What follows belongs to an exercise in optimizing a design on an open flow for small area; a production flow would make more cautious choices. RTL that was checked went through simulation tests only; none was proved equivalent to the original. Only the layout flow was run in runs 2, 3 and 5; the RTL was not checked for function there. Power is estimated from default activity; no workload was simulated.

**design/flow/design.v**
```verilog
module usb_rx (
    input logic clk,
    input logic n_rst,
    input logic dplus_in,
    input logic dminus_in,
    input logic [6:0] buffer_occupancy,
    output logic [2:0] rx_packet,
    output logic rx_data_ready,
    output logic rx_transfer_active,
    output logic rx_error,
    output logic flush,
    output logic store_rx_packet_data,
    output logic [7:0] rx_packet_data
);
    localparam logic [3:0] S_IDLE = 4'd0, S_SYNC_WAIT = 4'd1, S_MATCH = 4'd2, S_TOKEN = 4'd3,
                           S_MATCH_ERR = 4'd4, S_HS = 4'd5, S_DATA = 4'd6, S_INOUT = 4'd7,
                           S_STORE = 4'd8, S_DATA_WAIT = 4'd9, S_EOP1 = 4'd10, S_EOP2 = 4'd11,
                           S_PACK = 4'd12, S_EOP_ERROR = 4'd13, S_ERROR = 4'd14;
    logic dp_meta, dp_s, dm_meta, dm_s, dp_prev, dec_prev;
    logic [2:0] q1;
    logic [3:0] c2;
    logic [3:0] cc;
    logic [3:0] state, nxt_state;
    logic [2:0] nxt_pid;
    logic active, shift_en, byte_received, d_edge, eop, d_orig;
    logic addr_en, eop_en, address_comp, eop_1_comp, eop_comp;
    assign shift_en = q1 == 3'd4;
    assign byte_received = c2[3];
    assign d_edge = dp_prev & !dp_s;
    assign eop = !dm_s & !dp_s;
    assign d_orig = !(dp_s ^ dec_prev);
    assign address_comp = cc == 4'd15 && q1 == 3'd3;
    assign eop_1_comp = cc == 4'd8;
    assign eop_comp = cc == 4'd0;
    always_ff @(posedge clk, negedge n_rst) begin
        if (!n_rst) begin
            dp_meta <= 1'b1;
            dp_s <= 1'b1;
            dm_meta <= 1'b0;
            dm_s <= 1'b0;
            dp_prev <= 1'b0;
            dec_prev <= 1'b1;
            rx_packet_data <= 8'hff;
            q1 <= 3'd0;
            c2 <= 4'd0;
            cc <= 4'd0;
            state <= S_IDLE;
            rx_packet <= 3'd0;
        end else begin
            dp_meta <= dplus_in;
            dp_s <= dp_meta;
            dm_meta <= dminus_in;
            dm_s <= dm_meta;
            dp_prev <= dp_s;
            if (!active) dec_prev <= 1'b1;
            else if (shift_en) dec_prev <= dp_s;
            if (shift_en) rx_packet_data <= {rx_packet_data[6:0], d_orig};
            q1 <= active ? q1 + 3'd1 : 3'd0;
            if (!active) c2 <= 4'd0;
            else if (shift_en) c2 <= c2[3] ? 4'd1 : c2 + 4'd1;
            if (!active || (addr_en && address_comp)) cc <= 4'd0;
            else if ((addr_en && shift_en) || eop_en) cc <= cc + 4'd1;
            state <= nxt_state;
            rx_packet <= nxt_pid;
        end
    end
    always_comb begin
        nxt_state = state;
        nxt_pid = 3'd0;
        active = 1'b1;
        flush = 1'b0;
        rx_error = 1'b0;
        store_rx_packet_data = 1'b0;
        rx_data_ready = 1'b0;
        addr_en = 1'b0;
        eop_en = 1'b0;
        case (state)
            S_IDLE: begin
                active = 1'b0;
                if (d_edge) nxt_state = S_SYNC_WAIT;
            end
            S_SYNC_WAIT: begin
                flush = 1'b1;
                if (byte_received) nxt_state = S_MATCH;
                else if (eop) nxt_state = S_ERROR;
            end
            S_MATCH: begin
                if (rx_packet_data == 8'b00000001) nxt_state = S_TOKEN;
                else begin
                    rx_error = 1'b1;
                    nxt_state = S_MATCH_ERR;
                end
            end
            S_TOKEN: begin
                case (rx_packet_data)
                    8'b00011110: begin nxt_state = S_INOUT; nxt_pid = 3'b010; end
                    8'b10010110: begin nxt_state = S_INOUT; nxt_pid = 3'b001; end
                    8'b00111100: begin nxt_state = S_DATA; nxt_pid = 3'b011; end
                    8'b10110100: begin nxt_state = S_DATA; nxt_pid = 3'b100; end
                    8'b00101101: begin nxt_state = S_HS; nxt_pid = 3'b101; end
                    8'b10100101: begin nxt_state = S_HS; nxt_pid = 3'b111; end
                    8'b11100001: begin nxt_state = S_HS; nxt_pid = 3'b000; end
                    default: begin
                        if (eop && !byte_received) begin
                            rx_error = 1'b1;
                            nxt_state = S_ERROR;
                        end else if (eop) nxt_state = S_EOP1;
                    end
                endcase
            end
            S_MATCH_ERR: begin
                rx_error = 1'b1;
                if (eop) nxt_state = S_EOP1;
            end
            S_HS: nxt_state = S_EOP1;
            S_DATA: begin
                if (eop || buffer_occupancy == 7'd64) nxt_state = S_ERROR;
                else if (byte_received) nxt_state = S_STORE;
            end
            S_INOUT: begin
                addr_en = 1'b1;
                if (address_comp) nxt_state = S_EOP1;
                else if (eop) nxt_state = S_ERROR;
            end
            S_STORE: begin
                store_rx_packet_data = 1'b1;
                if (eop) nxt_state = S_EOP1;
                else if (buffer_occupancy == 7'd64) nxt_state = S_ERROR;
                else nxt_state = S_DATA_WAIT;
            end
            S_DATA_WAIT: begin
                if (byte_received) nxt_state = S_STORE;
                else if (eop) nxt_state = S_EOP1;
            end
            S_EOP1: begin
                eop_en = 1'b1;
                if (eop_1_comp) nxt_state = eop ? S_EOP2 : S_EOP_ERROR;
            end
            S_EOP2: begin
                eop_en = 1'b1;
                if (eop_comp && eop) nxt_state = S_PACK;
            end
            S_PACK: begin
                rx_data_ready = 1'b1;
                nxt_state = S_IDLE;
            end
            S_EOP_ERROR: begin
                active = 1'b0;
                rx_error = 1'b1;
                if (d_edge) nxt_state = S_MATCH;
            end
            S_ERROR: begin
                active = 1'b0;
                rx_error = 1'b1;
                flush = 1'b1;
                if (d_edge) nxt_state = S_MATCH;
            end
            default: ;
        endcase
    end
    assign rx_transfer_active = active;
endmodule
module usb_tx (
    input logic clk,
    input logic n_rst,
    input logic [2:0] tx_packet,
    input logic [7:0] tx_packet_data,
    input logic [6:0] buffer_occupancy,
    output logic tx_transfer_active,
    output logic tx_error,
    output logic get_tx_packet_data,
    output logic dplus_out,
    output logic dminus_out
);
    localparam logic [3:0] IDLE = 4'd0, SYNC = 4'd1, ID = 4'd2, DATA = 4'd3, CRC1 = 4'd4,
                           CRC2 = 4'd5, EOP1 = 4'd6, EOP2 = 4'd7, EEOP1 = 4'd8;
    localparam logic [1:0] T_IDLE = 2'd0, T_SHORT1 = 2'd1, T_SHORT2 = 2'd2, T_LONG = 2'd3;
    logic [3:0] state, next_state;
    logic [1:0] tstate;
    logic [3:0] c1, c2;
    logic en_reg, next_load_enable_reg, shift_encoder;
    logic [2:0] tx_packet_reg, tx_packet_sync;
    logic [7:0] sr, parallel_data;
    logic active, shift_strobe, packet_done, next_load_enable, load_enable, next_eop;
    logic occ0, next_d_plus;
    assign occ0 = buffer_occupancy == 7'd0;
    assign active = state != IDLE;
    assign tx_transfer_active = active;
    assign tx_error = state == EEOP1;
    assign next_eop = state == EOP1 || state == EOP2 || state == EEOP1;
    assign shift_strobe = c1[3] && (c1[0] == (tstate == T_LONG));
    assign packet_done = c2[3] && shift_strobe;
    assign next_load_enable = tx_packet == 3'd1 || tx_packet == 3'd2 || tx_packet == 3'd3 || tx_packet == 3'd4;
    assign load_enable = next_load_enable && !next_load_enable_reg && !active;
    assign tx_packet_sync = active ? tx_packet_reg : tx_packet;
    assign get_tx_packet_data = packet_done &&
        ((state == ID && tx_packet_sync == 3'd1) || (state == DATA && !occ0));
    assign next_d_plus = !active ? 1'b1 : (shift_encoder && !sr[0]) ? !dplus_out : dplus_out;
    always_ff @(posedge clk, negedge n_rst) begin
        if (!n_rst) begin
            state <= IDLE;
            tstate <= T_IDLE;
            c1 <= 4'd0;
            c2 <= 4'd0;
            en_reg <= 1'b0;
            next_load_enable_reg <= 1'b0;
            shift_encoder <= 1'b0;
            tx_packet_reg <= 3'd0;
            sr <= 8'hff;
            dplus_out <= 1'b1;
            dminus_out <= 1'b0;
        end else begin
            state <= next_state;
            en_reg <= active;
            next_load_enable_reg <= next_load_enable;
            shift_encoder <= shift_strobe || load_enable;
            tx_packet_reg <= tx_packet_sync;
            if (!active) begin
                tstate <= T_IDLE;
                c1 <= 4'd0;
                c2 <= 4'd0;
            end else begin
                case (tstate)
                    T_IDLE: tstate <= T_SHORT1;
                    T_SHORT1: if (shift_strobe) tstate <= T_SHORT2;
                    T_SHORT2: if (shift_strobe) tstate <= T_LONG;
                    default: if (shift_strobe) tstate <= T_SHORT1;
                endcase
                c1 <= shift_strobe ? 4'd1 : c1 + 4'd1;
                if (shift_strobe || !en_reg) c2 <= c2[3] ? 4'd1 : c2 + 4'd1;
            end
            if (load_enable || packet_done) sr <= parallel_data;
            else if (shift_strobe) sr <= {1'b1, sr[7:1]};
            if (next_eop) begin
                dplus_out <= 1'b0;
                dminus_out <= 1'b0;
            end else begin
                dplus_out <= next_d_plus;
                dminus_out <= !next_d_plus;
            end
        end
    end
    always_comb begin
        next_state = state;
        case (state)
            IDLE: if (tx_packet != 3'd0) next_state = SYNC;
            SYNC: if (packet_done) next_state = ID;
            ID: if (packet_done) begin
                    if (tx_packet_sync == 3'd1) next_state = occ0 ? EEOP1 : DATA;
                    else next_state = EOP1;
                end
            DATA: if (packet_done && occ0) next_state = CRC1;
            CRC1: if (packet_done) next_state = CRC2;
            CRC2: if (packet_done) next_state = EOP1;
            EOP1: if (shift_strobe) next_state = EOP2;
            EOP2: if (shift_strobe) next_state = IDLE;
            EEOP1: if (shift_strobe) next_state = EOP2;
            default: ;
        endcase
    end
    always_comb begin
        parallel_data = 8'hff;
        case (state)
            IDLE: parallel_data = 8'b10000000;
            SYNC: case (tx_packet_sync)
                    3'd1: parallel_data = 8'b11000011;
                    3'd2: parallel_data = 8'b11010010;
                    3'd3: parallel_data = 8'b01011010;
                    3'd4: parallel_data = 8'b00011110;
                    default: ;
                endcase
            ID: parallel_data = tx_packet_data;
            DATA: parallel_data = occ0 ? 8'b10011111 : tx_packet_data;
            CRC1: parallel_data = 8'b00100010;
            default: ;
        endcase
    end
endmodule
module data_buffer (
    input logic clk,
    input logic n_rst,
    input logic get_rx_data,
    input logic store_tx_data,
    input logic [7:0] tx_data,
    input logic clear,
    input logic get_tx_packet_data,
    input logic [7:0] rx_packet_data,
    input logic store_rx_packet_data,
    input logic flush,
    output logic [6:0] buffer_occupancy,
    output logic [7:0] rx_data,
    output logic [7:0] tx_packet_data
);
logic [7:0] mem [0:62];
logic [5:0] w_addr, r_addr;
logic st, gt, occ64, occ0, wr_ok, rd_ok, w63, r63, w0, r0;
logic [5:0] wslot, rslot;
logic do_write, do_read_tx, do_read_rx, wr_any, rd_clr, fl;
logic [7:0] wd, rd;
logic [62:0] wsel, rsel;
assign st = store_rx_packet_data | store_tx_data;
assign gt = get_rx_data | get_tx_packet_data;
assign occ64 = buffer_occupancy[6];
assign occ0 = buffer_occupancy == 7'd0;
assign wr_ok = !occ64 && buffer_occupancy[5:0] != 6'd63;
assign rd_ok = buffer_occupancy[6:1] != 6'd0;
assign w63 = w_addr == 6'd63;
assign r63 = r_addr == 6'd63;
assign w0 = w_addr == 6'd0;
assign r0 = r_addr == 6'd0;
assign wslot = w63 ? 6'd0 : w_addr;
assign rslot = r63 ? 6'd0 : r_addr;
assign wr_any = st && wr_ok;
assign do_write = wr_any && (store_rx_packet_data || !w63 || !r0);
assign do_read_tx = !st && get_tx_packet_data && rd_ok && !(r63 && w0);
assign rd_clr = !st && get_tx_packet_data && rd_ok && r63 && w0;
assign do_read_rx = !st && !get_tx_packet_data && get_rx_data && rd_ok && (r_addr != w_addr);
assign fl = !st && !gt && (flush || clear);
assign wd = store_rx_packet_data ? rx_packet_data : tx_data;
always_ff @(posedge clk, negedge n_rst) begin
    if (!n_rst) begin
        buffer_occupancy <= 7'd0;
        w_addr <= 6'd0;
        r_addr <= 6'd0;
    end else begin
        if (st) begin
            if (!occ64) buffer_occupancy <= buffer_occupancy + 7'd1;
        end else if (gt) begin
            if (!occ0) buffer_occupancy <= buffer_occupancy - 7'd1;
        end else if (flush || clear) begin
            buffer_occupancy <= 7'd0;
        end
        if (fl) begin
            w_addr <= 6'd0;
            r_addr <= 6'd0;
            end else begin
            if (wr_any) w_addr <= do_write ? wslot + 6'd1 : 6'd0;
            if (do_read_tx || do_read_rx) r_addr <= rslot + 6'd1;
            else if (rd_clr) r_addr <= 6'd0;
        end
    end
end
fifo_dec wdec (.en(do_write), .a(w_addr), .sel(wsel));
fifo_dec rdec (.en(1'b1), .a(r_addr), .sel(rsel));
genvar s, b;
generate
    for (s = 0; s < 63; s = s + 1) begin : g_slot
        always_ff @(posedge clk) begin
            if (wsel[s]) mem[s] <= wd;
        end
    end
    for (b = 0; b < 8; b = b + 1) begin : g_bit
        logic [62:0] col;
        for (s = 0; s < 63; s = s + 1) begin : g_col
            assign col[s] = mem[s][b];
        end
        fifo_rdbit rb (.sel(rsel), .d(col), .y(rd[b]));
    end
endgenerate
assign tx_packet_data = do_read_tx ? rd : 8'd0;
assign rx_data = do_read_rx ? rd : 8'd0;
endmodule
module fifo_dec (
    input logic en,
    input logic [5:0] a,
    output logic [62:0] sel
);
logic [7:0] hi_n, lo_n;
fifo_predec ph (.en(en), .a(a[5:3]), .y_n(hi_n));
fifo_predec pl (.en(1'b1), .a(a[2:0]), .y_n(lo_n));
always_comb begin
    for (int k = 0; k < 63; k++) sel[k] = !(hi_n[k / 8] | lo_n[k % 8]);
    sel[0] = !((hi_n[0] | lo_n[0]) & (hi_n[7] | lo_n[7]));
end
endmodule
module fifo_predec (
    input logic en,
    input logic [2:0] a,
    output logic [7:0] y_n
);
always_comb
    for (int k = 0; k < 8; k++) y_n[k] = !(en && a == k);
endmodule
module fifo_rdbit (
    input logic [62:0] sel,
    input logic [62:0] d,
    output logic y
);
logic [20:0] part_n;
genvar g;
generate
    for (g = 0; g < 21; g = g + 1) begin : g_aoi
        fifo_aoi3 u (.a(sel[3 * g +: 3]), .b(d[3 * g +: 3]), .y(part_n[g]));
    end
endgenerate
assign y = !(&part_n);
endmodule
module fifo_aoi3 (
    input logic [2:0] a,
    input logic [2:0] b,
    output logic y
);
assign y = !((a[0] & b[0]) | (a[1] & b[1]) | (a[2] & b[2]));
endmodule
module ahb_lite_slave_cdl (
    input logic clk,
    input logic n_rst,
    input logic [2:0] rx_packet,
    input logic rx_data_ready,
    input logic rx_transfer_active,
    input logic rx_error,
    input logic [6:0] buffer_occupancy,
    input logic tx_transfer_active,
    input logic tx_error,
    input logic [7:0] rx_data,
    output logic get_rx_data,
    output logic store_tx_data,
    output logic [7:0] tx_data,
    output logic clear,
    output logic [2:0] tx_packet,
    output logic d_mode,
    input logic hsel,
    input logic [7:0] haddr,
    input logic [1:0] hsize,
    input logic [1:0] htrans,
    input logic [2:0] hburst,
    input logic hwrite,
    input logic [31:0] hwdata,
    output logic [31:0] hrdata,
    output logic hresp,
    output logic hready
);
    localparam logic [3:0] IDLE = 4'd0, LOAD2 = 4'd1, LOAD3 = 4'd2, LOAD4 = 4'd3, DONE = 4'd4,
                           HOLD = 4'd5, STORE1 = 4'd6, STORE2 = 4'd7, STORE3 = 4'd8, STORE4 = 4'd9;
    logic write;
    logic [3:0] addr;
    logic [1:0] size;
    logic [31:0] db, db1;
    logic [3:0] state, nstate;
    logic [31:0] n_hrdata;
    logic [3:0] db_we;       
    logic [3:0] db1_we;      
    logic n_clear, tp_we;
    logic a_lo, a0, a1, a2, a3, rd, rd_start;
    assign a_lo = haddr[7:2] == 6'd0;
    assign a0 = a_lo && haddr[1:0] == 2'd0;
    assign a1 = a_lo && haddr[1:0] == 2'd1;
    assign a2 = a_lo && haddr[1:0] == 2'd2;
    assign a3 = a_lo && haddr[1:0] == 2'd3;
    assign rd = hsel && !hwrite;
    assign rd_start = rd && htrans == 2'd2 && a_lo && hsize != 2'd3;
    assign hresp = (hwrite && (haddr == 8'd4 || haddr == 8'd5 || haddr == 8'd6 || haddr == 8'd7 || haddr == 8'd8)) ||
                   haddr == 8'd9 || haddr == 8'd10 || haddr == 8'd11 || haddr > 8'd13;
    assign d_mode = tx_transfer_active;
    always_ff @(posedge clk, negedge n_rst) begin
        if (!n_rst) begin
            hrdata <= 32'd0;
            addr <= 4'd0;
            write <= 1'b0;
            size <= 2'd0;
            db <= 32'd0;
            state <= IDLE;
            tx_packet <= 3'd0;
            clear <= 1'b0;
            db1 <= 32'd0;
        end else begin
            hrdata <= n_hrdata;
            addr <= haddr[3:0];
            if (a0 && htrans == 2'd2) size <= hsize;
            write <= hwrite;
            for (int k = 0; k < 4; k++) begin
                if (db_we[k]) db[8 * k +: 8] <= rx_data;
                if (db1_we[k]) db1[8 * k +: 8] <= hwdata[8 * k +: 8];
            end
            state <= nstate;
            if (tp_we) tx_packet <= hwdata[2:0];
            else if (tx_transfer_active) tx_packet <= 3'd0;
            clear <= n_clear;
        end
    end
    logic wr_go;
    assign wr_go = write && hsel && addr[3:2] == 2'b00 && size != 2'd3;
    always_comb begin
        nstate = state;
        hready = 1'b1;
        get_rx_data = 1'b0;
        store_tx_data = 1'b0;
        db_we = 4'd0;
        tx_data = 8'd0;
        case (state)
            IDLE: begin
                if (rd_start) begin
                    hready = 1'b0;
                    get_rx_data = 1'b1;
                    case (hsize)
                        2'd0: begin
                            nstate = DONE;
                            db_we[haddr[1:0]] = 1'b1;
                        end
                        2'd1: begin
                            nstate = haddr[1] ? LOAD4 : LOAD2;
                            db_we = haddr[1] ? 4'b0100 : 4'b0001;
                        end
                        default: begin
                            nstate = LOAD2;
                            db_we = 4'b0001;
                        end
                    endcase
                end
                if (wr_go) begin
                    case (size)
                        2'd0: case (addr[1:0])
                                2'd0: nstate = STORE1;
                                2'd1: nstate = STORE2;
                                2'd2: nstate = STORE3;
                                default: nstate = STORE4;
                            endcase
                        2'd1: nstate = addr[1] ? STORE3 : STORE1;
                        default: nstate = STORE1;
                    endcase
                end
            end
            LOAD2: begin
                hready = 1'b0;
                get_rx_data = 1'b1;
                db_we = 4'b0010;
                nstate = size == 2'd2 ? LOAD3 : DONE;
            end
            LOAD3: begin
                hready = 1'b0;
                get_rx_data = 1'b1;
                db_we = 4'b0100;
                nstate = LOAD4;
            end
            LOAD4: begin
                hready = 1'b0;
                get_rx_data = 1'b1;
                db_we = 4'b1000;
                nstate = DONE;
            end
            DONE: nstate = HOLD;
            HOLD: nstate = IDLE;
            STORE1: begin
                hready = 1'b0;
                store_tx_data = 1'b1;
                tx_data = db1[7:0];
                nstate = (size == 2'd1 || size == 2'd2) ? STORE2 : IDLE;
            end
            STORE2: begin
                hready = 1'b0;
                store_tx_data = 1'b1;
                tx_data = db1[15:8];
                nstate = size == 2'd2 ? STORE3 : IDLE;
            end
            STORE3: begin
                hready = 1'b0;
                store_tx_data = 1'b1;
                tx_data = db1[23:16];
                nstate = (size == 2'd1 || size == 2'd2) ? STORE4 : IDLE;
            end
            STORE4: begin
                hready = 1'b0;
                store_tx_data = 1'b1;
                tx_data = db1[31:24];
                nstate = IDLE;
            end
            default: ;
        endcase
    end
    logic wdp;
    assign wdp = hsel && write;
    always_comb begin
        db1_we = 4'd0;
        n_clear = 1'b0;
        tp_we = 1'b0;
        if (wdp && size != 2'd3) begin
            if (addr[3:2] == 2'b00) begin
                case (size)
                    2'd0: db1_we[addr[1:0]] = 1'b1;
                    2'd1: db1_we = addr[1] ? 4'b1100 : 4'b0011;
                    default: db1_we = 4'b1111;
                endcase
            end
            if (addr == 4'd12) tp_we = hwdata <= 32'd4;
            if (addr == 4'd13) n_clear = hwdata[0];
        end
    end
    logic [4:0] pid_bits;
    assign pid_bits = {rx_packet == 3'b111, rx_packet == 3'b110, rx_packet == 3'b010, rx_packet == 3'b001, rx_data_ready};
    always_comb begin
        n_hrdata = hrdata;
        if (rd) begin
            case (hsize)
                2'd0: begin
                    if (a0) n_hrdata[7:0] = db[7:0];
                    if (a1) n_hrdata[15:8] = db[15:8];
                    if (a2) n_hrdata[23:16] = db[23:16];
                    if (a3) n_hrdata[31:24] = db[31:24];
                    case (haddr)
                        8'd4: begin
                            n_hrdata[0] = rx_data_ready;
                            n_hrdata[4:1] = hrdata[4:1] | pid_bits[4:1];
                        end
                        8'd5: n_hrdata[9:8] = {tx_transfer_active, rx_transfer_active};
                        8'd6: n_hrdata[0] = rx_error;
                        8'd7: n_hrdata[8] = tx_error;
                        8'd8: n_hrdata = {25'd0, buffer_occupancy};
                        8'd12: n_hrdata = {29'd0, tx_packet};
                        8'd13: n_hrdata = {31'd0, clear};
                        default: ;
                    endcase
                end
                2'd1: begin
                    if (a0 || a1) n_hrdata[15:0] = db[15:0];
                    if (a2 || a3) n_hrdata[31:16] = db[31:16];
                    case (haddr)
                        8'd4, 8'd5: begin
                            n_hrdata[0] = rx_data_ready;
                            n_hrdata[4:1] = hrdata[4:1] | pid_bits[4:1];
                            n_hrdata[9:8] = {tx_transfer_active, rx_transfer_active};
                        end
                        8'd6, 8'd7: n_hrdata = {23'd0, tx_error, 7'd0, rx_error};
                        8'd8: n_hrdata = {25'd0, buffer_occupancy};
                        8'd12, 8'd13: n_hrdata = {23'd0, clear, 5'd0, tx_packet};
                        default: ;
                    endcase
                end
                2'd2: begin
                    if (a_lo) n_hrdata = db;
                    case (haddr)
                        8'd4, 8'd5, 8'd6, 8'd7:
                            n_hrdata = {7'd0, tx_error, 7'd0, rx_error,
                                        6'd0, tx_transfer_active, rx_transfer_active, 3'd0, pid_bits};
                        8'd8: n_hrdata = {25'd0, buffer_occupancy};
                        8'd12, 8'd13: n_hrdata = {23'd0, clear, 5'd0, tx_packet};
                        default: ;
                    endcase
                end
                default: ;
            endcase
        end
    end
endmodule
module usb_cdl(
    input logic clk,
    input logic n_rst,
    input logic hsel,
    input logic [7:0] haddr,
    input logic [1:0] hsize,
    input logic [1:0] htrans,
    input logic [2:0] hburst,
    input logic hwrite,
    input logic [31:0] hwdata,
    output logic [31:0] hrdata,
    output logic hresp,
    output logic hready,
    input logic dplus_in,
    input logic dminus_in,
    output logic dplus_out,
    output logic dminus_out,
    output logic d_mode
);
    logic [2:0] rx_packet;
    logic rx_data_ready, rx_transfer_active, rx_error, flush, store_rx_packet_data;
    logic [2:0] tx_packet;
    logic tx_data_ready, tx_transfer_active, tx_error, get_tx_packet_data;
    logic get_rx_data, store_rx_data, get_tx_data, store_tx_data, clear;
    logic [6:0] buffer_occupancy;
    logic [7:0] rx_data, tx_data, tx_packet_data, rx_packet_data;
    ahb_lite_slave_cdl DUT1(
		.clk(clk), .n_rst(n_rst),
        .rx_packet(rx_packet),
        .rx_data_ready(rx_data_ready),
        .rx_transfer_active(rx_transfer_active),
        .rx_error(rx_error),
        .buffer_occupancy(buffer_occupancy),
        .tx_transfer_active(tx_transfer_active),
        .tx_error(tx_error),
        .rx_data(rx_data),
        .get_rx_data(get_rx_data),
        .store_tx_data(store_tx_data),
        .tx_data(tx_data),
        .clear(clear),
        .tx_packet(tx_packet),
        .d_mode(d_mode),
        .hsel(hsel),
        .haddr(haddr),
        .hsize(hsize),
        .htrans(htrans),
        .hburst(hburst),
        .hwrite(hwrite),
        .hwdata(hwdata),
        .hrdata(hrdata),
        .hresp(hresp),
        .hready(hready)
    );
    usb_rx DUT2 (
		.clk(clk), .n_rst(n_rst),
        .dplus_in(dplus_in),
        .dminus_in(dminus_in),
        .buffer_occupancy(buffer_occupancy),
        .rx_packet(rx_packet),
        .rx_data_ready(rx_data_ready),
        .rx_transfer_active(rx_transfer_active),
        .rx_error(rx_error),
        .flush(flush),
        .store_rx_packet_data(store_rx_packet_data),
        .rx_packet_data(rx_packet_data)
    );
    usb_tx DUT3 (
		.clk(clk), .n_rst(n_rst),
        .tx_packet(tx_packet),
        .tx_packet_data(tx_packet_data),
        .buffer_occupancy(buffer_occupancy),
        .tx_transfer_active(tx_transfer_active),
        .tx_error(tx_error),
        .get_tx_packet_data(get_tx_packet_data),
        .dplus_out(dplus_out),
        .dminus_out(dminus_out)
    );
    data_buffer DUT4 (
		.clk(clk), .n_rst(n_rst),
        .buffer_occupancy(buffer_occupancy),
        .rx_data(rx_data),
        .get_rx_data(get_rx_data),
        .store_tx_data(store_tx_data),
        .tx_data(tx_data),
        .clear(clear),
        .tx_packet_data(tx_packet_data),
        .get_tx_packet_data(get_tx_packet_data),
        .rx_packet_data(rx_packet_data),
        .store_rx_packet_data(store_rx_packet_data),
        .flush(flush)
    );
endmodule
```
**design/flow/constraint.sdc**
```tcl
create_clock -name core_clock -period 10.0 [get_ports {clk}]
set_input_delay 2.0000 -clock core_clock [delete_from_list [all_inputs] [get_ports {clk}]]
set_output_delay 2.0000 -clock core_clock [all_outputs]
set_load 0.01 [all_outputs]
```
**design/flow/run.sh**
```bash
#!/bin/bash
# synth_recipe.tcl (not shown) runs the flow's synth.tcl, then flattens the netlist and writes it again
# the make line also repeats each setting of config.mk as NAME=value (left out here)
make -C /OpenROAD-flow-scripts/flow DESIGN_CONFIG=/design/flow/config.mk WORK_HOME=/design/flow/orfs CLKGATE_MAP_FILE= SYNTH_SCRIPT=/design/flow/synth_recipe.tcl finish
```
**design/flow/config.mk**
```make
export PLATFORM = sky130hd
export DESIGN_NAME = usb_cdl
export DESIGN_NICKNAME = usb_cdl
export VERILOG_FILES = /design/flow/design.v
export SDC_FILE = /design/flow/constraint.sdc
export NUM_CORES = 4
export LEC_CHECK = 0
export CAP_MARGIN = 20
export CORE_MARGIN = 2
export CORE_UTILIZATION = 65
export CTS_BUF_LIST = sky130_fd_sc_hd__clkbuf_8
export CTS_CLUSTER_DIAMETER = 50
export CTS_CLUSTER_SIZE = 16
export SLEW_MARGIN = 20
export SYNTH_HIERARCHICAL = 1
```
==> run summary, run 1 <==
Levels on crit path = 7
met3 Use GR = 4.01%
Buffers on Ports = 86
worst skew pair latency = 720 ps
Hold WS = 344 ps
initial antenna violation count = 1
Core ar. = 0.0455 sq mm
GR Util All Layers = 30.1%
finished layout cell area = 0.0325 sq mm
cell count after synthesis = 2154
Total Neg Setup Slack = 0 ps
gr ovfl total = 0
Reg-to-Reg Start = DUT2.state[0]
Vias = 19600
fin crit period = 6520 ps
Reg2Reg Depth = 9
# IOs = 90
Yosys cell types = 110
pwr dens = 177 mW/mm^2
CTS Hold Bufs = 0
hold path startpoint = DUT2.dm_meta
# clock sinks = 696
Critical Path Fanout Max = 9
initial core utilization = 65.9%
DIE AREA = 0.0478 sq mm
Max Slew Vio Count = 0
CP cell instances = clkdlybuf4s50_1 > or4_4 > nor3_4 > and3_4 > o31a_1 > nor2_1 > clkdlybuf4s50_1
final wirelength = 71900 um
clock tree from TritonCTS = yes
Setup crit end = hready
Top delay family on crit path = simple AND/OR/NAND/NOR gates
DRT Pass-1 Iters = 8
unrepaired setup endpoints after global routing = no
grt peak-use layer = met2
arrival time worst endpoint = 4520 ps
DR WL/cell = 25.0 um
Startpoint Class = primary input
Peak VDD IR = 0.143 mV
layout cells sized above 1 = 11.5%
Post-DRT Antenna Nets = 0
Final #Nets = 2320
mapped cell area = 0.0300 sq mm
Seq/Total Area, Yosys = 66.6%
critical path class = in -> out
period utilization = 65.2%
antenna cells = 0
vias per std cell = 6.82
CP max-delay cell = or4_4
Cell Area, Placed = 0.0313 sq mm
CP bufs+invs = 2
Most common cell on crit path = clkdlybuf4s50_1
status = no timing/DRC/antenna violations
Die Ht = 219 um
Critical Path RT = 8000 ps
RD Place Congestion = 0.955
Final Hold Viols = 0
r2r setup slk = 5430 ps
dpl hpwl = 47300 um
post-CTS sizing = 0
largest net degree at the start of global routing = 135
headroom to the max-slew limit = 35.1%
Detailed Route Iter0 Violations = 2843
leakage = 11.6 nW
max cap viols = 0
htree depth = 2
TritonCTS buffer count = 59
Peak Freq = 153 MHz
clock-pin slew on the worst setup and hold paths = 80 ps
Yosys Warn Count = 13
Reg with most FFs = DUT4.mem
final setup vio count = 0
DRC errors left = 0
die width = 219 um
worst r2r dst = DUT4.mem[13][6]
max FFs per register = 504
vias in the first global route = 18600
Largest stage delay, worst path = 640 ps
Critical Path Source = haddr[6]
clock skew = 35.4 ps
CTS max path bufs = 3
Avg Cell Area, Syn = 13.9 sq um
first-pass GRT wire length = 109000 um
met2 Use GR = 47.9%
fraction of registers with async set/reset = 27.6%
Root Driver = clkbuf_8
M1 GR Usage = 43.3%
area delta synth->final = 8.36%
crit path capture type = primary output
Synth Flop Type = edfxtp_1
FP Rows = 78
Seq cells post-synth = 696
Post-CTS Setup Inserts = 0
EDFF count, synth = 504
Hold WC Path Type = reg -> reg
worst-margin pin slew = 972 ps
-- cells in the mapped netlist, drive strengths merged, types with 13 or more instances --
master / count / share of area, %
a21oi: 54 / 0.91
a222oi: 168 / 5.6
a22oi: 15 / 0.38
a31oi: 14 / 0.41
and2: 26 / 0.54
buf: 68 / 1.3
clkbuf: 30 / 0.38
dfrtp: 172 / 14
dfstp: 20 / 1.8
edfxtp: 504 / 50
ha: 27 / 1.1
inv: 56 / 0.70
mux2: 91 / 3.5
mux2i: 46 / 1.5
nand2: 132 / 1.7
nand2b: 22 / 0.51
nand3: 48 / 0.88
nand4: 42 / 0.88
nand4b: 14 / 0.41
nor2: 222 / 2.8
nor2b: 18 / 0.38
nor3: 20 / 0.44
nor4: 25 / 0.66
o211ai: 15 / 0.38
o21ai: 68 / 1.2
o22ai: 22 / 0.57
or2: 13 / 0.28
xnor2: 14 / 0.43
-- modules after synthesis, one instance, submodules excluded, excerpt --
module | cell area [sq um] | cells | times used
fifo_rdbit | 47.5 | 9 | 8
usb_tx | 1830 | 210 | 1
fifo_predec | 76.3 | 8 | 4
fifo_dec | 345 | 80 | 2
fifo_aoi3 | 10.0 | 1 | 168
data_buffer | 16800 | 691 | 1
usb_rx | 2130 | 234 | 1
ahb_lite_slave_cdl | 6130 | 587 | 1
-- logic make-up (layout without fill, tap and decap cells) --
family,Yosys count,count (layout),share of synthesized area (%)
simple gates,649,649,11.4
other cells,3,24,0.0376
buf+inv,154,250,2.38
mux,137,137,5.08
xor+xnor,20,20,0.609
fa+ha+maj,28,28,1.16
flops,696,696,66.6
compound gates,467,467,12.7
-- routing by layer --
layer  vias to the layer above  routed length (um)
met3                       150                5970
met5                         -                  13
met4                         2                2560
li1                       8714                   -
met2                       998               33700
met1                      9704               29600
-- area by class of cell --
cell class	count	area, sq um
Sequential cell	696	20000
Fill cell	3074	13000
Multi-Input combinational cell	1325	9390
Timing Repair Buffer	102	1010
Clock buffer	61	840
Tap cell	600	751
Clock inverter	31	317
Inverter	56	210
-- worst min path at each step --
stage / slack [ps] / to / cells past startpoint
after global placement: 330 / DUT2.dm_s / 0
after CTS: 350 / DUT2.dm_s / 0
after floorplan: 330 / DUT2.dm_s / 0
after global routing: 370 / DUT2.dm_s / 0
after detailed placement: 340 / DUT2.dm_s / 0
final: 340 / DUT2.dm_s / 0
-- metrics by stage --
step / util, % / setup slack, ps / std cells / power [W]
floorplan: - / 4690 / 2175 / 0.00391
global placement: 68.8 / 3550 / 2778 / 0.00413
detailed placement: 68.8 / 3520 / 2778 / 0.00417
CTS: 71.4 / 3510 / 2870 / 0.00577
global route: 71.4 / 3390 / 2871 / 0.00596
finish: 71.4 / 3480 / 2871 / 0.00576
-- placed cells by master, fill, tap and decap left out, types with 19 or more instances in the layout --
cell type / netlist / layout
nand4_1: 42 / 42
nand2b_1: 20 / 20
mux2_2: 79 / 79
ha_1: 27 / 27
conb_1: 3 / 24
and2_1: 26 / 26
inv_1: 53 / 60
o22ai_1: 19 / 19
nor2_1: 217 / 217
o21ai_0: 52 / 52
edfxtp_1: 504 / 504
clkbuf_8: 0 / 61
clkdlybuf4s50_1: 0 / 85
a222oi_1: 168 / 168
nand3_1: 46 / 46
nand2_1: 132 / 132
a21oi_1: 53 / 53
nor4_1: 21 / 21
mux2i_1: 46 / 46
dfrtp_1: 172 / 172
dfstp_2: 20 / 20
-- power by group --
part | internal, W | total (W) | switching, W
Clock | 0.000649 | 0.00164 | 0.000991
Sequential | 0.00322 | 0.00335 | 0.000128
Combinational | 0.000293 | 0.000773 | 0.000480
==> run 2, diff against run 1 <==
--- a/design/flow/design.v
+++ b/design/flow/design.v
@@ -293,6 +293,7 @@
 );
 logic [7:0] mem [0:62];
 logic [5:0] w_addr, r_addr;
+logic wrapped;
 logic st, gt, occ64, occ0, wr_ok, rd_ok, w63, r63, w0, r0;
 logic [5:0] wslot, rslot;
 logic do_write, do_read_tx, do_read_rx, wr_any, rd_clr, fl;
@@ -322,6 +323,7 @@
         buffer_occupancy <= 7'd0;
         w_addr <= 6'd0;
         r_addr <= 6'd0;
+        wrapped <= 1'b0;
     end else begin
         if (st) begin
             if (!occ64) buffer_occupancy <= buffer_occupancy + 7'd1;
@@ -333,10 +335,12 @@
         if (fl) begin
             w_addr <= 6'd0;
             r_addr <= 6'd0;
-            end else begin
+            wrapped <= 1'b0;
+        end else begin
             if (wr_any) w_addr <= do_write ? wslot + 6'd1 : 6'd0;
             if (do_read_tx || do_read_rx) r_addr <= rslot + 6'd1;
             else if (rd_clr) r_addr <= 6'd0;
+            if (w63) wrapped <= 1'b1;
         end
     end
 end
@@ -357,8 +361,10 @@
         fifo_rdbit rb (.sel(rsel), .d(col), .y(rd[b]));
     end
 endgenerate
-assign tx_packet_data = do_read_tx ? rd : 8'd0;
-assign rx_data = do_read_rx ? rd : 8'd0;
+logic valid;
+assign valid = wrapped || rslot < w_addr;
+assign tx_packet_data = (do_read_tx && valid) ? rd : 8'd0;
+assign rx_data = (do_read_rx && valid) ? rd : 8'd0;
 endmodule
 module fifo_dec (
     input logic en,
--- a/design/flow/config.mk
+++ b/design/flow/config.mk
@@ -8,8 +8,6 @@
 export CAP_MARGIN = 20
 export CORE_MARGIN = 2
 export CORE_UTILIZATION = 65
-export CTS_BUF_LIST = sky130_fd_sc_hd__clkbuf_8
-export CTS_CLUSTER_DIAMETER = 50
-export CTS_CLUSTER_SIZE = 16
+export CTS_BUF_LIST = sky130_fd_sc_hd__clkbuf_4 sky130_fd_sc_hd__clkbuf_8
 export SLEW_MARGIN = 20
 export SYNTH_HIERARCHICAL = 1
==> run 2 against run 1 <==
Compared with the run above: highest routed layer is now met4; largest cell class unchanged; synthesized area up 0.89%; setup slack worse by 180 ps; clock skew about the same; critical path depth unchanged; still clean; global-route usage up 1.8 points.
==> run summary, run 2 <==
status = no timing/DRC/antenna violations
layout cells sized above 1 = 15.1%
XOR/XNOR Fraction of Synth Area = 0.604%
RD Place Congestion = 0.892
Peak VDD IR = 0.164 mV
DR WL/cell = 25.6 um
initial core utilization = 65.4%
CP max-delay cell = or4_4
filler cell count = 3024
largest net degree at the start of global routing = 118
area delta synth->final = 11.7%
Post-CTS Setup Inserts = 0
Detailed Route Iter0 Violations = 3133
most common cell after layout, fill and taps aside = edfxtp_1
hold path startpoint = DUT2.dp_meta
Hold Crit Depth = 0
Reg with most FFs = DUT4.mem
period utilization = 67.0%
worst skew pair latency = 720 ps
headroom to the max-slew limit = 28.0%
top cells by area, synth = edfxtp_1, dfrtp_1, a222oi_1
fraction of registers with async set/reset = 27.7%
CP cell instances = clkdlybuf4s50_1 > or4_4 > nor3_4 > and3_4 > o31a_1 > nor2_1 > clkdlybuf4s50_1
FP Rows = 79
worst-margin pin slew = 1070 ps
critical path class = in -> out
Synth Flop Type = edfxtp_1
most numerous cell in the Yosys netlist = edfxtp_1
Top delay family on crit path = simple AND/OR/NAND/NOR gates
DRT Pass-1 Iters = 9
largest family of logic cells by synthesized area = compound AO/OA/AOI/OAI gates
CTS max path bufs = 3
r2r setup slk = 5490 ps
Final Non-Filler Cells = 3010
mapped cell area = 0.0302 sq mm
Seq/Total Area, Yosys = 66.1%
arrival time worst endpoint = 4700 ps
post-CTS sizing = 0
Synth Area in Compound Gates = 13.1%
Yosys cell types = 115
Seq cells post-synth = 697
final wirelength = 77000 um
Core ar. = 0.0463 sq mm
Critical Path Fanout Max = 9
# clock sinks = 697
Buffers on Ports = 86
Max Slew Vio Count = 0
cell count after synthesis = 2183
DIE AREA = 0.0483 sq mm
clock skew = 35.3 ps
synth cell count leaders = edfxtp_1, nor2_1, dfrtp_1
vias per std cell = 6.74
max cap viols = 0
clock-pin slew on the worst setup and hold paths = 60 ps
worst r2r dst = DUT3.sr[3]
TritonCTS buffer count = 107
Most common cell on crit path = clkdlybuf4s50_1
leakage = 12.4 nW
# IOs = 90
EDFF count, synth = 504
vias in the first global route = 19800
initial antenna violation count = 0
DRC errors left = 0
post-synth top area share = 50.0%
Hold WC Path Type = reg -> reg
most frequent cells in the layout = edfxtp_1, nor2_1, dfrtp_1
Peak Freq = 149 MHz
Reg-to-Reg Start = DUT4.r_addr[1]
Startpoint Class = primary input
Reg2Reg Depth = 11
Avg Cell Area, Syn = 13.9 sq um
gr ovfl total = 0
multi-input logic area = 0.00961 sq mm
htree depth = 3
CP bufs+invs = 2
die width = 220 um
Post-DRT Antenna Nets = 0
DP Cell Count = 2816
leading area contributor after synthesis = edfxtp_1
Root Driver = clkbuf_8
post-synthesis mux area share = 5.00%
antenna cells = 0
post-synthesis simple-gate area fraction = 11.4%
unrepaired setup endpoints after global routing = no
Worst Hold Endpoint = DUT2.dp_s
CTS Hold Bufs = 0
fin crit period = 6700 ps
Total Neg Setup Slack = 0 ps
pwr dens = 193 mW/mm^2
Critical Path RT = 8000 ps
Vias = 20300
dpl hpwl = 49800 um
Final #Nets = 2405
first-pass GRT wire length = 116000 um
GR Util All Layers = 32.0%
clock tree from TritonCTS = yes
crit path capture type = primary output
max FFs per register = 504
Largest stage delay, worst path = 650 ps
Post-Synth Adder-Cell Area = 1.36%
FF+latch area = 0.0200 sq mm
final setup vio count = 0
Yosys Warn Count = 13
Final Hold Viols = 0
Die Ht = 220 um
==> run 2: cell count changes after synthesis, sizes merged, moves of 3 or more <==
cell | before | now
a21o | 6 | 9
a21oi | 54 | 59
ha | 27 | 32
inv | 56 | 61
nand3 | 48 | 52
nand4 | 42 | 46
o211ai | 15 | 18
==> run 2: area by class of cell <==
type / count / area share, %
clock buffers: 156 / 5.61
clock inverters: 36 / 0.848
inverters: 61 / 0.678
multi-input cells: 1348 / 28.4
flip-flops and latches: 697 / 59.1
well taps: 607 / 2.25
repair buffers: 105 / 3.04
==> run 2: metal layers <==
layer / GRT usage, % / part of all wire (%)
met2: 51.4 / 48
met1: 42.6 / 39
met5: 0 / 0
met3: 6.05 / 8.8
met4: 14.7 / 4.4
==> run 2: worst max path at each step <==
stage | cells past startpoint | from | endpoint | slack (ps)
2_1_floorplan | 6 | haddr[6] | hready | 4580
3_3_place_gp | 7 | haddr[6] | hready | 3360
3_5_place_dp | 7 | haddr[6] | hready | 3280
4_1_cts | 7 | haddr[6] | hready | 3270
5_1_grt | 6 | haddr[2] | hready | 3170
6_report | 7 | haddr[6] | hready | 3300
==> run 2: cell families (layout without fill, tap and decap cells) <==
logic type                 count (synthesis)  count (layout)
and+or+nand+nor                          657             657
buffers and inverters                    159             358
other                                      3              24
muxes                                    136             136
adders and majority gates                 33              33
DFF                                      697             697
AOI/OAI and AO/OA                        478             478
xor gates and xnor gates                  20              20
==> run 2: metrics by stage <==
step	setup slack (ps)	hold slack, ps	cell area [sq um]	utilization (%)	power [W]
after floorplan	4580	331	30300	-	0.00392
after global placement	3360	349	31600	68.3	0.00413
after detailed placement	3280	352	31600	68.3	0.00415
after CTS	3270	357	33800	73.0	0.00654
after global routing	3170	359	33800	73.1	0.00675
final	3300	356	33800	73.1	0.00653
==> run 2: per-module statistics from Yosys, one instance, submodules excluded, a selection <==
module              flip-flops and latches  times used
ahb_lite_slave_cdl                     111           1
data_buffer                            524           1
fifo_aoi3                                0         168
fifo_dec                                 0           2
fifo_predec                              0           4
fifo_rdbit                               0           8
usb_rx                                  32           1
usb_tx                                  30           1
==> run 2: power by group <==
part	internal, W	leakage (nW)	switching [W]
sequential	0.00323	7.29	0.000125
clock	0.00132	1.15	0.00110
combinational	0.000292	3.96	0.000469
==> run 2: worst reg2reg max path, stage by stage (launching register included) <==
cell      delay, ps
dfrtp_1         620
nand4b_1        770
nor2_1          400
a222oi_1        670
nand4_1         240
nor4_1          770
nand2_1         310
and2_1          230
nand2_1          60
a21oi_1          80
o31ai_1         230
nand2_1          90
==> run 3, diff against run 2 <==
--- a/design/flow/config.mk
+++ b/design/flow/config.mk
@@ -7,7 +7,7 @@
 export LEC_CHECK = 0
 export CAP_MARGIN = 20
 export CORE_MARGIN = 2
-export CORE_UTILIZATION = 65
+export CORE_UTILIZATION = 40
 export CTS_BUF_LIST = sky130_fd_sc_hd__clkbuf_4 sky130_fd_sc_hd__clkbuf_8
 export SLEW_MARGIN = 20
 export SYNTH_HIERARCHICAL = 1
==> run 3 against run 2 <==
Compared with the run above: still clean on timing, DRC and antenna; cell area increased by 2.0%; clock skew rose by 20 ps; clock power increased by 7%; combinational power up 0.8%; clock-buffer cell count rose by 5.
==> run summary, run 3 <==
final setup vio count = 0
most numerous cell in the Yosys netlist = edfxtp_1
Largest stage delay, worst path = 650 ps
# IOs = 90
Yosys cell types = 115
max FFs per register = 504
Post-DRT Antenna Nets = 0
Critical Path RT = 8000 ps
headroom to the max-slew limit = 24.8%
leakage = 12.5 nW
synth cell count leaders = edfxtp_1, nor2_1, dfrtp_1
Setup crit end = hready
initial antenna violation count = 1
Hold WC Path Type = reg -> reg
Yosys Warn Count = 13
critical path class = in -> out
RD Place Congestion = 0.900
CP max-delay cell = or4_4
FP Rows = 100
CTS Hold Bufs = 0
Total Neg Setup Slack = 0 ps
most common cell after layout, fill and taps aside = edfxtp_1
DRT Pass-1 Iters = 6
Post-CTS Setup Inserts = 0
Synth Flop Type = edfxtp_1
CTS max path bufs = 3
Buffers on Ports = 86
period utilization = 66.7%
cell count after synthesis = 2183
DIE AREA = 0.0778 sq mm
post-synth top area share = 50.0%
final worst setup slack = 3330 ps
area delta synth->final = 14.0%
Detailed Route Iter0 Violations = 2098
arrival time worst endpoint = 4670 ps
gr ovfl total = 0
Final Hold Viols = 0
worst r2r dst = DUT4.mem[57][7]
most frequent cells in the layout = edfxtp_1, nor2_1, dfrtp_1
initial core utilization = 40.5%
CP bufs+invs = 2
post-CTS sizing = 0
TritonCTS buffer count = 115
Vias = 19900
crit path capture type = primary output
DR WL/cell = 23.2 um
fraction of registers with async set/reset = 27.7%
Root Driver = clkbuf_8
Core ar. = 0.0747 sq mm
first-pass GRT wire length = 119000 um
mapped cell area = 0.0302 sq mm
vias per std cell = 5.89
vias in the first global route = 19600
Seq cells post-synth = 697
final wirelength = 78500 um
Max Slew Vio Count = 0
Die Ht = 279 um
Reg-to-Reg Start = DUT1.state[3]
max cap viols = 0
GR Util All Layers = 19.9%
EDFF count, synth = 504
r2r setup slk = 5640 ps
unrepaired setup endpoints after global routing = no
Peak Freq = 150 MHz
Most common cell on crit path = clkdlybuf4s50_1
largest net degree at the start of global routing = 124
Peak VDD IR = 0.151 mV
worst skew pair latency = 770 ps
Reg2Reg Depth = 7
# clock sinks = 697
worst-margin pin slew = 1130 ps
fin crit period = 6670 ps
htree depth = 3
Critical Path Source = haddr[6]
die width = 279 um
dpl hpwl = 50800 um
CP cell instances = clkdlybuf4s50_1 > or4_4 > nor3_4 > and3_4 > o31a_1 > nor2_1 > clkdlybuf4s50_1
Critical Path Fanout Max = 9
pwr dens = 195 mW/mm^2
clock-pin slew on the worst setup and hold paths = 60 ps
Top delay family on crit path = simple AND/OR/NAND/NOR gates
Seq/Total Area, Yosys = 66.1%
status = no timing/DRC/antenna violations
Levels on crit path = 7
Hold WS = 365 ps
DRC errors left = 0
Place WS = 3340 ps
Avg Cell Area, Syn = 13.9 sq um
clock skew = 55.1 ps
layout cells sized above 1 = 15.6%
Reg with most FFs = DUT4.mem
clock tree from TritonCTS = yes
top cells by area, synth = edfxtp_1, dfrtp_1, a222oi_1
Startpoint Class = primary input
Final #Nets = 2413
leading area contributor after synthesis = edfxtp_1
-- run 3: through the flow --
step / power [W] / utilization [%] / cell area [sq um] / std cells
floorplan: 0.00392 / - / 30300 / 2204
global placement: 0.00414 / 42.9 / 32000 / 3179
finish: 0.00670 / 46.1 / 34500 / 3385
CTS: 0.00675 / 46.1 / 34400 / 3383
detailed placement: 0.00417 / 42.9 / 32000 / 3179
global route: 0.00696 / 46.1 / 34500 / 3385
-- run 3: metal layers --
layer  vias to the layer above  track usage [%]  wire length (um)
li1                       8983                -                 -
met1                     10000             26.6             33100
met2                       756             33.0             38300
met3                       139             3.44              5000
met4                         0             6.18              2080
met5                         -                0                 0
-- run 3: power breakdown --
part,switching (W),internal [W]
sequential,0.000126,0.00323
combinational,0.000475,0.000292
clock,0.00115,0.00143
-- run 3: cells by family (layout without fill, tap and decap cells) --
| group | Yosys count | count (layout) | share of synthesized area, % |
|---|---|---|---|
| AO/OA/AOI/OAI | 478 | 478 | 13.1 |
| XOR/XNOR | 20 | 20 | 0.604 |
| adder cells (fa/ha/maj) | 33 | 33 | 1.36 |
| buffers and inverters | 159 | 370 | 2.44 |
| flip-flops | 697 | 697 | 66.1 |
| multiplexers | 136 | 136 | 5.00 |
| other | 3 | 25 | 0.0372 |
| AND/OR/NAND/NOR | 657 | 657 | 11.4 |
-- run 3: final cells by class --
class                           instances  area, sq um
Fill cell                            6604        40200
Sequential cell                       697        20000
Multi-Input combinational cell       1348         9610
Clock buffer                          161         2000
Tap cell                              969         1210
Timing Repair Buffer                  105         1030
Clock inverter                         43          392
Inverter                               61          229
Antenna cell                            1         2.50
-- run 3: worst min path at each step --
stage | start | to | slack (ps) | cells after the start
2_1_floorplan | DUT2.dm_meta | DUT2.dm_s | 330 | 0
3_3_place_gp | DUT2.dm_meta | DUT2.dm_s | 340 | 0
3_5_place_dp | DUT2.dm_meta | DUT2.dm_s | 340 | 0
4_1_cts | DUT2.dm_meta | DUT2.dm_s | 370 | 0
5_1_grt | DUT2.dp_meta | DUT2.dp_s | 370 | 0
6_report | DUT2.dp_meta | DUT2.dp_s | 360 | 0
-- run 3: per-module statistics from Yosys, one instance, submodules excluded, a selection --
module,times used,cells inside,area [sq um]
data_buffer,1,720,17100
ahb_lite_slave_cdl,1,587,6130
usb_rx,1,234,2130
usb_tx,1,210,1830
fifo_dec,2,80,345
fifo_predec,4,8,76.3
fifo_rdbit,8,9,47.5
fifo_aoi3,168,1,10.0
==> run 4, diff against run 3 <==
--- a/design/flow/design.v
+++ b/design/flow/design.v
@@ -293,7 +293,6 @@
 );
 logic [7:0] mem [0:62];
 logic [5:0] w_addr, r_addr;
-logic wrapped;
 logic st, gt, occ64, occ0, wr_ok, rd_ok, w63, r63, w0, r0;
 logic [5:0] wslot, rslot;
 logic do_write, do_read_tx, do_read_rx, wr_any, rd_clr, fl;
@@ -323,7 +322,6 @@
         buffer_occupancy <= 7'd0;
         w_addr <= 6'd0;
         r_addr <= 6'd0;
-        wrapped <= 1'b0;
     end else begin
         if (st) begin
             if (!occ64) buffer_occupancy <= buffer_occupancy + 7'd1;
@@ -335,12 +333,10 @@
         if (fl) begin
             w_addr <= 6'd0;
             r_addr <= 6'd0;
-            wrapped <= 1'b0;
-        end else begin
+            end else begin
             if (wr_any) w_addr <= do_write ? wslot + 6'd1 : 6'd0;
             if (do_read_tx || do_read_rx) r_addr <= rslot + 6'd1;
             else if (rd_clr) r_addr <= 6'd0;
-            if (w63) wrapped <= 1'b1;
         end
     end
 end
@@ -361,10 +357,8 @@
         fifo_rdbit rb (.sel(rsel), .d(col), .y(rd[b]));
     end
 endgenerate
-logic valid;
-assign valid = wrapped || rslot < w_addr;
-assign tx_packet_data = (do_read_tx && valid) ? rd : 8'd0;
-assign rx_data = (do_read_rx && valid) ? rd : 8'd0;
+assign tx_packet_data = do_read_tx ? rd : 8'd0;
+assign rx_data = do_read_rx ? rd : 8'd0;
 endmodule
 module fifo_dec (
     input logic en,
==> design/flow/flow/run.sh (new file) <==
#!/bin/bash
# Own layout flow: the standard flow with a smaller clock tree (no dummy
# loads), minimum-size port buffers and power recovery (downsizing).
set -e
cat >> config.mk <<'EOC'
export CTS_ARGS = -sink_clustering_enable -repair_clock_nets -sink_clustering_size 16 -sink_clustering_max_diameter 50 -buf_list sky130_fd_sc_hd__clkbuf_8 -dont_use_dummy_load
export BUFFER_PORTS_ARGS = -buffer_cell sky130_fd_sc_hd__buf_1
export RECOVER_POWER = 100
EOC
bash standard.sh > standard.log 2>&1
==> design/flow/standard.sh (new file) <==
#!/bin/bash
# synth_recipe.tcl (not shown) runs the flow's synth.tcl, then flattens the netlist and writes it again
# the make line also repeats each setting of config.mk as NAME=value (left out here)
make -C /OpenROAD-flow-scripts/flow DESIGN_CONFIG=/design/flow/config.mk WORK_HOME=/design/flow/orfs CLKGATE_MAP_FILE= SYNTH_SCRIPT=/design/flow/synth_recipe.tcl "${@:-finish}"
--- a/design/flow/config.mk
+++ b/design/flow/config.mk
@@ -7,7 +7,12 @@
 export LEC_CHECK = 0
 export CAP_MARGIN = 20
 export CORE_MARGIN = 2
-export CORE_UTILIZATION = 40
-export CTS_BUF_LIST = sky130_fd_sc_hd__clkbuf_4 sky130_fd_sc_hd__clkbuf_8
+export CORE_UTILIZATION = 65
+export CTS_BUF_LIST = sky130_fd_sc_hd__clkbuf_8
+export CTS_CLUSTER_DIAMETER = 50
+export CTS_CLUSTER_SIZE = 16
 export SLEW_MARGIN = 20
 export SYNTH_HIERARCHICAL = 1
+export CTS_ARGS = -sink_clustering_enable -repair_clock_nets -sink_clustering_size 16 -sink_clustering_max_diameter 50 -buf_list sky130_fd_sc_hd__clkbuf_8 -dont_use_dummy_load
+export BUFFER_PORTS_ARGS = -buffer_cell sky130_fd_sc_hd__buf_1
+export RECOVER_POWER = 100
removed: design/flow/run.sh
==> run 4 against run 3 <==
Compared with the run above: the layout now fails its checks (capacitance limit, slew limit); clock-buffer cell count decreased by 104; routed wire length decreased by 8.6%; die area decreased by 39%; setup slack improved by 400 ps; synthesized cell count decreased by 1.3%; cell count decreased by 16%; non-clock buffer count decreased by 1; highest routed layer unchanged.
==> run summary, run 4 <==
status = complete, but fails checks
Failing Checks = capacitance limit, slew limit
Seq cells post-synth = 696
largest net degree at the start of global routing = 193
layout cells sized above 1 = 8.80%
pwr dens = 173 mW/mm^2
final setup vio count = 0
TritonCTS buffer count = 57
Max Slew Vio Count = 622
Place WS = 4250 ps
CTS max path bufs = 3
Total Neg Setup Slack = 0 ps
clock tree from TritonCTS = yes
# IOs = 90
clock share of power = 25.0%
total internal power = 0.00399 W
mapped cell area = 0.0300 sq mm
vias in the first global route = 18700
top cells by area, synth = edfxtp_1, dfrtp_1, a222oi_1
synth cell count leaders = edfxtp_1, nor2_1, dfrtp_1
Cell Area, Placed = 0.0308 sq mm
most common cell after layout, fill and taps aside = edfxtp_1
initial core utilization = 65.9%
hold path startpoint = DUT2.dp_meta
die width = 219 um
Post-CTS Setup Inserts = 0
sw frac = 26.7%
FP Rows = 78
DRC errors left = 0
unrepaired setup endpoints after global routing = no
Yosys cell types = 110
DIE AREA = 0.0478 sq mm
CTS Hold Bufs = 0
Reg2Reg Depth = 9
crit path capture type = primary output
Switch Pwr = 0.00145 W
clock-pin slew on the worst setup and hold paths = 70 ps
GR Util All Layers = 30.0%
clock skew = 142 ps
Critical Path Fanout Max = 9
worst skew pair latency = 740 ps
most frequent cells in the layout = edfxtp_1, nor2_1, dfrtp_1
Final Hold Viols = 0
# clock sinks = 696
Final #Nets = 2320
finished layout cell area = 0.0314 sq mm
headroom to the max-slew limit = -202%
vias per std cell = 6.87
Peak Freq = 159 MHz
Critical Path RT = 8000 ps
post-synth top area share = 50.5%
Critical Path Source = haddr[6]
EDFF count, synth = 504
Synth Flop Type = edfxtp_1
first-pass GRT wire length = 109000 um
Peak VDD IR = 0.158 mV
Avg Cell Area, Syn = 13.9 sq um
Vias = 19500
leading area contributor after synthesis = edfxtp_1
DR WL/cell = 25.3 um
Buffers on Ports = 86
htree depth = 2
Comb pwr share = 13.3%
area delta synth->final = 4.75%
max cap viols = 10
post-CTS sizing = 0
Reg-to-Reg Start = DUT2.state[0]
Reg with most FFs = DUT4.mem
antenna cells = 0
most numerous cell in the Yosys netlist = edfxtp_1
filler cell count = 3196
Setup crit end = hready
arrival time worst endpoint = 4270 ps
Root Driver = clkbuf_8
Yosys Warn Count = 13
final worst setup slack = 3730 ps
initial antenna violation count = 0
Core ar. = 0.0455 sq mm
Detailed Route Iter0 Violations = 2777
gr ovfl total = 0
leakage = 11.1 nW
critical path class = in -> out
worst-margin pin slew = 4530 ps
worst r2r dst = DUT4.mem[0][5]
final wirelength = 71700 um
dpl hpwl = 47500 um
Post-DRT Antenna Nets = 0
Seq/Total Area, Yosys = 66.6%
RD Place Congestion = 0.927
fraction of registers with async set/reset = 27.6%
period utilization = 62.7%
cell count after synthesis = 2154
fin crit period = 6270 ps
DRT Pass-1 Iters = 7
max FFs per register = 504
Seq pwr share = 61.7%
r2r setup slk = 4620 ps
Hold WC Path Type = reg -> reg
Die Ht = 219 um
Startpoint Class = primary input
run 4: metrics by stage:
step                utilization [%]  total power, W  hold WS [ps]  cells
CTS                            69.4         0.00546           361   2837
global route                   69.0         0.00565           372   2838
detailed placement             67.7         0.00415           339   2780
global placement               67.7         0.00412           334   2780
floorplan                         -         0.00391           331   2175
finish                         69.0         0.00544           364   2838
run 4: kinds of logic (layout without fill, tap and decap cells):
family / count (synthesis) / after routing / synth area share [%]
flip-flops: 696 / 696 / 66.6
AND/OR/NAND/NOR: 649 / 649 / 11.4
AO/OA/AOI/OAI: 467 / 467 / 12.7
buffers and inverters: 154 / 217 / 2.38
multiplexers: 137 / 137 / 5.08
adder cells (fa/ha/maj): 28 / 28 / 1.16
XOR/XNOR: 20 / 20 / 0.609
other: 3 / 24 / 0.0376
run 4: cell type report:
class,instances,area (sq um),share of cell area [%]
Clock buffer,57,785,2.50
Timing Repair Buffer,104,429,1.37
Sequential cell,696,20000,63.6
Inverter,56,210,0.669
Multi-Input combinational cell,1325,9260,29.5
Tap cell,600,751,2.39
run 4: layer usage:
metal	GRT usage (%)	part of all wire, %	vias up
li1	-	-	8679
met1	42.9	41	9739
met2	47.6	47	920
met3	3.87	8.4	151
met4	11.3	3.8	0
met5	0	0	-
run 4: power groups by stage:
stage / combinational (W) / clock [W] / sequential [W]
finish: 0.000723 / 0.00136 / 0.00336
global route: 0.000793 / 0.00148 / 0.00337
CTS: 0.000743 / 0.00138 / 0.00334
detailed placement: 0.000739 / 0 / 0.00341
global placement: 0.000716 / 0 / 0.00340
floorplan: 0.000567 / 0 / 0.00334
run 4: worst min-delay path by stage:
stage	end	slack, ps	depth (start not counted)
after floorplan	DUT2.dm_s	330	0
after global placement	DUT2.dm_s	330	0
after detailed placement	DUT2.dm_s	340	0
after CTS	DUT2.dp_s	360	0
after global routing	DUT2.dp_s	370	0
final	DUT2.dp_s	360	0
run 4: per-module statistics from Yosys (local to each module, per instance), a selection:
module	cells	copies in the design	area (sq um)
usb_rx	234	1	2130
data_buffer	691	1	16800
fifo_aoi3	1	168	10.0
fifo_rdbit	9	8	47.5
ahb_lite_slave_cdl	587	1	6130
fifo_predec	8	4	76.3
usb_tx	210	1	1830
fifo_dec	80	2	345
run 4: worst max-delay path: stages:
cell and delay, ps:
buf_1 100, or4_1 700, nor3_1 510, and3_1 410, o31a_1 280, nor2_1 120, buf_1 140
==> run 5, diff against run 4 <==
--- a/design/flow/design.v
+++ b/design/flow/design.v
@@ -205,8 +205,6 @@
             en_reg <= 1'b0;
             next_load_enable_reg <= 1'b0;
             shift_encoder <= 1'b0;
-            tx_packet_reg <= 3'd0;
-            sr <= 8'hff;
             dplus_out <= 1'b1;
             dminus_out <= 1'b0;
         end else begin
@@ -214,7 +212,6 @@
             en_reg <= active;
             next_load_enable_reg <= next_load_enable;
             shift_encoder <= shift_strobe || load_enable;
-            tx_packet_reg <= tx_packet_sync;
             if (!active) begin
                 tstate <= T_IDLE;
                 c1 <= 4'd0;
@@ -229,8 +226,6 @@
                 c1 <= shift_strobe ? 4'd1 : c1 + 4'd1;
                 if (shift_strobe || !en_reg) c2 <= c2[3] ? 4'd1 : c2 + 4'd1;
             end
-            if (load_enable || packet_done) sr <= parallel_data;
-            else if (shift_strobe) sr <= {1'b1, sr[7:1]};
             if (next_eop) begin
                 dplus_out <= 1'b0;
                 dminus_out <= 1'b0;
@@ -240,6 +235,11 @@
             end
         end
     end
+    always_ff @(posedge clk) begin
+        tx_packet_reg <= tx_packet_sync;
+        if (load_enable || packet_done) sr <= parallel_data;
+        else if (shift_strobe) sr <= {1'b1, sr[7:1]};
+    end
     always_comb begin
         next_state = state;
         case (state)
@@ -455,7 +455,6 @@
     always_ff @(posedge clk, negedge n_rst) begin
         if (!n_rst) begin
             hrdata <= 32'd0;
-            addr <= 4'd0;
             write <= 1'b0;
             size <= 2'd0;
             db <= 32'd0;
@@ -465,7 +464,6 @@
             db1 <= 32'd0;
         end else begin
             hrdata <= n_hrdata;
-            addr <= haddr[3:0];
             if (a0 && htrans == 2'd2) size <= hsize;
             write <= hwrite;
             for (int k = 0; k < 4; k++) begin
@@ -478,6 +476,7 @@
             clear <= n_clear;
         end
     end
+    always_ff @(posedge clk) addr <= haddr[3:0];
     logic wr_go;
     assign wr_go = write && hsel && addr[3:2] == 2'b00 && size != 2'd3;
     always_comb begin
==> design/flow/flow/run.sh (replaced) <==
#!/bin/bash
# Own layout flow: the standard flow (standard.sh) with a smaller clock
# tree (sink clusters of up to 14 flip-flops under clkbuf_8 leaf buffers, no
# dummy loads) and minimum-size port buffers. Each tool's log stays under
# orfs/logs; standard.sh's own output goes to standard.log.
set -e
cat >> config.mk <<'EOC'
export CTS_ARGS = -sink_clustering_enable -repair_clock_nets -sink_clustering_size 14 -sink_clustering_max_diameter 50 -buf_list sky130_fd_sc_hd__clkbuf_8 -dont_use_dummy_load
export BUFFER_PORTS_ARGS = -buffer_cell sky130_fd_sc_hd__buf_1
EOC
bash standard.sh > standard.log 2>&1
--- a/design/flow/config.mk
+++ b/design/flow/config.mk
@@ -13,6 +13,5 @@
 export CTS_CLUSTER_SIZE = 16
 export SLEW_MARGIN = 20
 export SYNTH_HIERARCHICAL = 1
-export CTS_ARGS = -sink_clustering_enable -repair_clock_nets -sink_clustering_size 16 -sink_clustering_max_diameter 50 -buf_list sky130_fd_sc_hd__clkbuf_8 -dont_use_dummy_load
+export CTS_ARGS = -sink_clustering_enable -repair_clock_nets -sink_clustering_size 14 -sink_clustering_max_diameter 50 -buf_list sky130_fd_sc_hd__clkbuf_8 -dont_use_dummy_load
 export BUFFER_PORTS_ARGS = -buffer_cell sky130_fd_sc_hd__buf_1
-export RECOVER_POWER = 100
==> run 5 against run 4 <==
Compared with the run above: sequential share of layout area is 0.36 points lower; critical path type unchanged; power is 18% higher; worst hold slack worse by 9.2 ps; synthesized cell count is 0.93% lower; setup slack better by 240 ps; now clean on timing, DRC and antenna; global-route usage is 1.6 points higher; cell count hardly changed; clock power is 4% higher; non-clock buffer count is 5 higher; sequential cell count stayed put.
==> run summary, run 5 <==
status = no timing/DRC/antenna violations
Synth Area in Compound Gates = 12.5%
DRC errors left = 0
Core ar. = 0.0454 sq mm
Critical Path RT = 8000 ps
max cap viols = 0
# clock sinks = 696
Peak VDD IR = 0.193 mV
most frequent cells in the layout = edfxtp_1, nor2_1, a222oi_1
Yosys cell types = 112
max FFs per register = 504
Post-CTS Setup Inserts = 0
Yosys Warn Count = 13
Final #Nets = 2318
Vias = 19700
Post-DRT Antenna Nets = 0
most numerous cell in the Yosys netlist = edfxtp_1
Detailed Route Iter0 Violations = 2929
Final Hold Viols = 0
clock skew = 104 ps
CTS max path bufs = 3
initial antenna violation count = 0
TritonCTS buffer count = 61
Tot Pwr = 0.00642 W
EDFF count, synth = 512
Critical Path Fanout Max = 13
htree depth = 2
final wirelength = 74600 um
die width = 218 um
post-CTS sizing = 0
Final Non-Filler Cells = 2836
fin crit period = 6030 ps
r2r setup slk = 5280 ps
cell count after synthesis = 2134
DIE AREA = 0.0476 sq mm
critical path class = in -> out
CP max-delay cell = or4_4
Die Ht = 218 um
clock-pin slew on the worst setup and hold paths = 60 ps
worst skew pair latency = 740 ps
headroom to the max-slew limit = 22.6%
final setup vio count = 0
largest family of logic cells by synthesized area = compound AO/OA/AOI/OAI gates
vias per std cell = 6.93
post-synthesis simple-gate area fraction = 11.6%
Largest stage delay, worst path = 660 ps
post-synthesis mux area share = 5.02%
Post-Synth Adder-Cell Area = 1.17%
Max Slew Vio Count = 0
area delta synth->final = 5.87%
Hold WC Path Type = reg -> reg
largest net degree at the start of global routing = 70
gr ovfl total = 0
pwr dens = 203 mW/mm^2
Total Neg Setup Slack = 0 ps
Startpoint Class = primary input
CTS Hold Bufs = 0
XOR/XNOR Fraction of Synth Area = 0.554%
Avg Cell Area, Syn = 14.0 sq um
vias in the first global route = 18900
DR WL/cell = 26.3 um
Hold WS = 355 ps
antenna cells = 0
FP Rows = 78
Seq/Total Area, Yosys = 66.9%
# IOs = 90
layout cells sized above 1 = 11.3%
period utilization = 60.3%
Buffers on Ports = 86
DRT Pass-1 Iters = 9
clock tree from TritonCTS = yes
## run 5: per-layer routing
| metal | GRT usage [%] | wire [um] | vias up |
|---|---|---|---|
| met5 | 0 | 0 | - |
| met4 | 12.6 | 3120 | 0 |
| met3 | 5.97 | 6860 | 161 |
| met2 | 49.3 | 34900 | 1084 |
| met1 | 44.4 | 29700 | 9716 |
| li1 | - | - | 8689 |
## run 5: stage by stage
stage	utilization, %	cell area (sq um)	setup slack, ps
after floorplan	-	29900	4700
after global placement	67.7	30700	4040
after detailed placement	67.7	30700	4030
after CTS	69.5	31500	4020
after global routing	69.6	31600	3870
final	69.6	31600	3970
## run 5: cell type report
type | instances | area [sq um]
flip-flops and latches | 696 | 20000
inverters | 55 | 206
repair buffers | 109 | 512
fillers | 3109 | 13800
multi-input cells | 1315 | 9310
well taps | 600 | 751
clock buffers | 61 | 840
## run 5: final timing paths
kind	to	depth (start not counted)	startpoint
max	hready	7	haddr[6]
min	DUT2.dp_s	0	DUT2.dp_meta
max reg2reg	DUT3.sr[0]	10	DUT4.r_addr[2]
min reg2reg	DUT2.dp_s	0	DUT2.dp_meta
max in group asynchronous	DUT1.size[0]	3	n_rst
min in group asynchronous	DUT1.db1[8]	1	n_rst
## run 5: logic make-up after synthesis
family	after synthesis
other	3
multiplexers	138
flip-flops	696
buffers and inverters	144
adder cells (fa/ha/maj)	28
XOR/XNOR	18
AO/OA/AOI/OAI	451
AND/OR/NAND/NOR	656
## run 5: critical path, delay by kind of cell
kind	cells	cell delay, ps
AND/OR/NAND/NOR	5	1780
buffers and inverters	2	250
## run 5: per-module statistics from Yosys, one instance, submodules excluded, a selection
module,times used,cell area (sq um),cells inside,flip-flops and latches
fifo_aoi3,168,10.0,1,0
fifo_dec,2,345,80,0
usb_rx,1,2130,234,32
fifo_rdbit,8,47.5,9,0
fifo_predec,4,76.3,8,0
data_buffer,1,16800,692,523
usb_tx,1,1870,195,30
ahb_lite_slave_cdl,1,5990,581,111
## run 5: where the power goes
group	leakage, nW	switching, W	internal, W	total (W)
logic	3.49	0.000921	0.000461	0.00138
clock network	0.439	0.000872	0.000540	0.00141
registers	7.13	0.000213	0.00342	0.00363

Setup slack of run 5, layout unchanged: 3.966 ns with ideal ports, 3.945 ns with driving cells assumed (clock clkbuf_16, inputs buf_2), 3.945 ns with port delays also shifted by the 0.741 ns mid clock arrival.
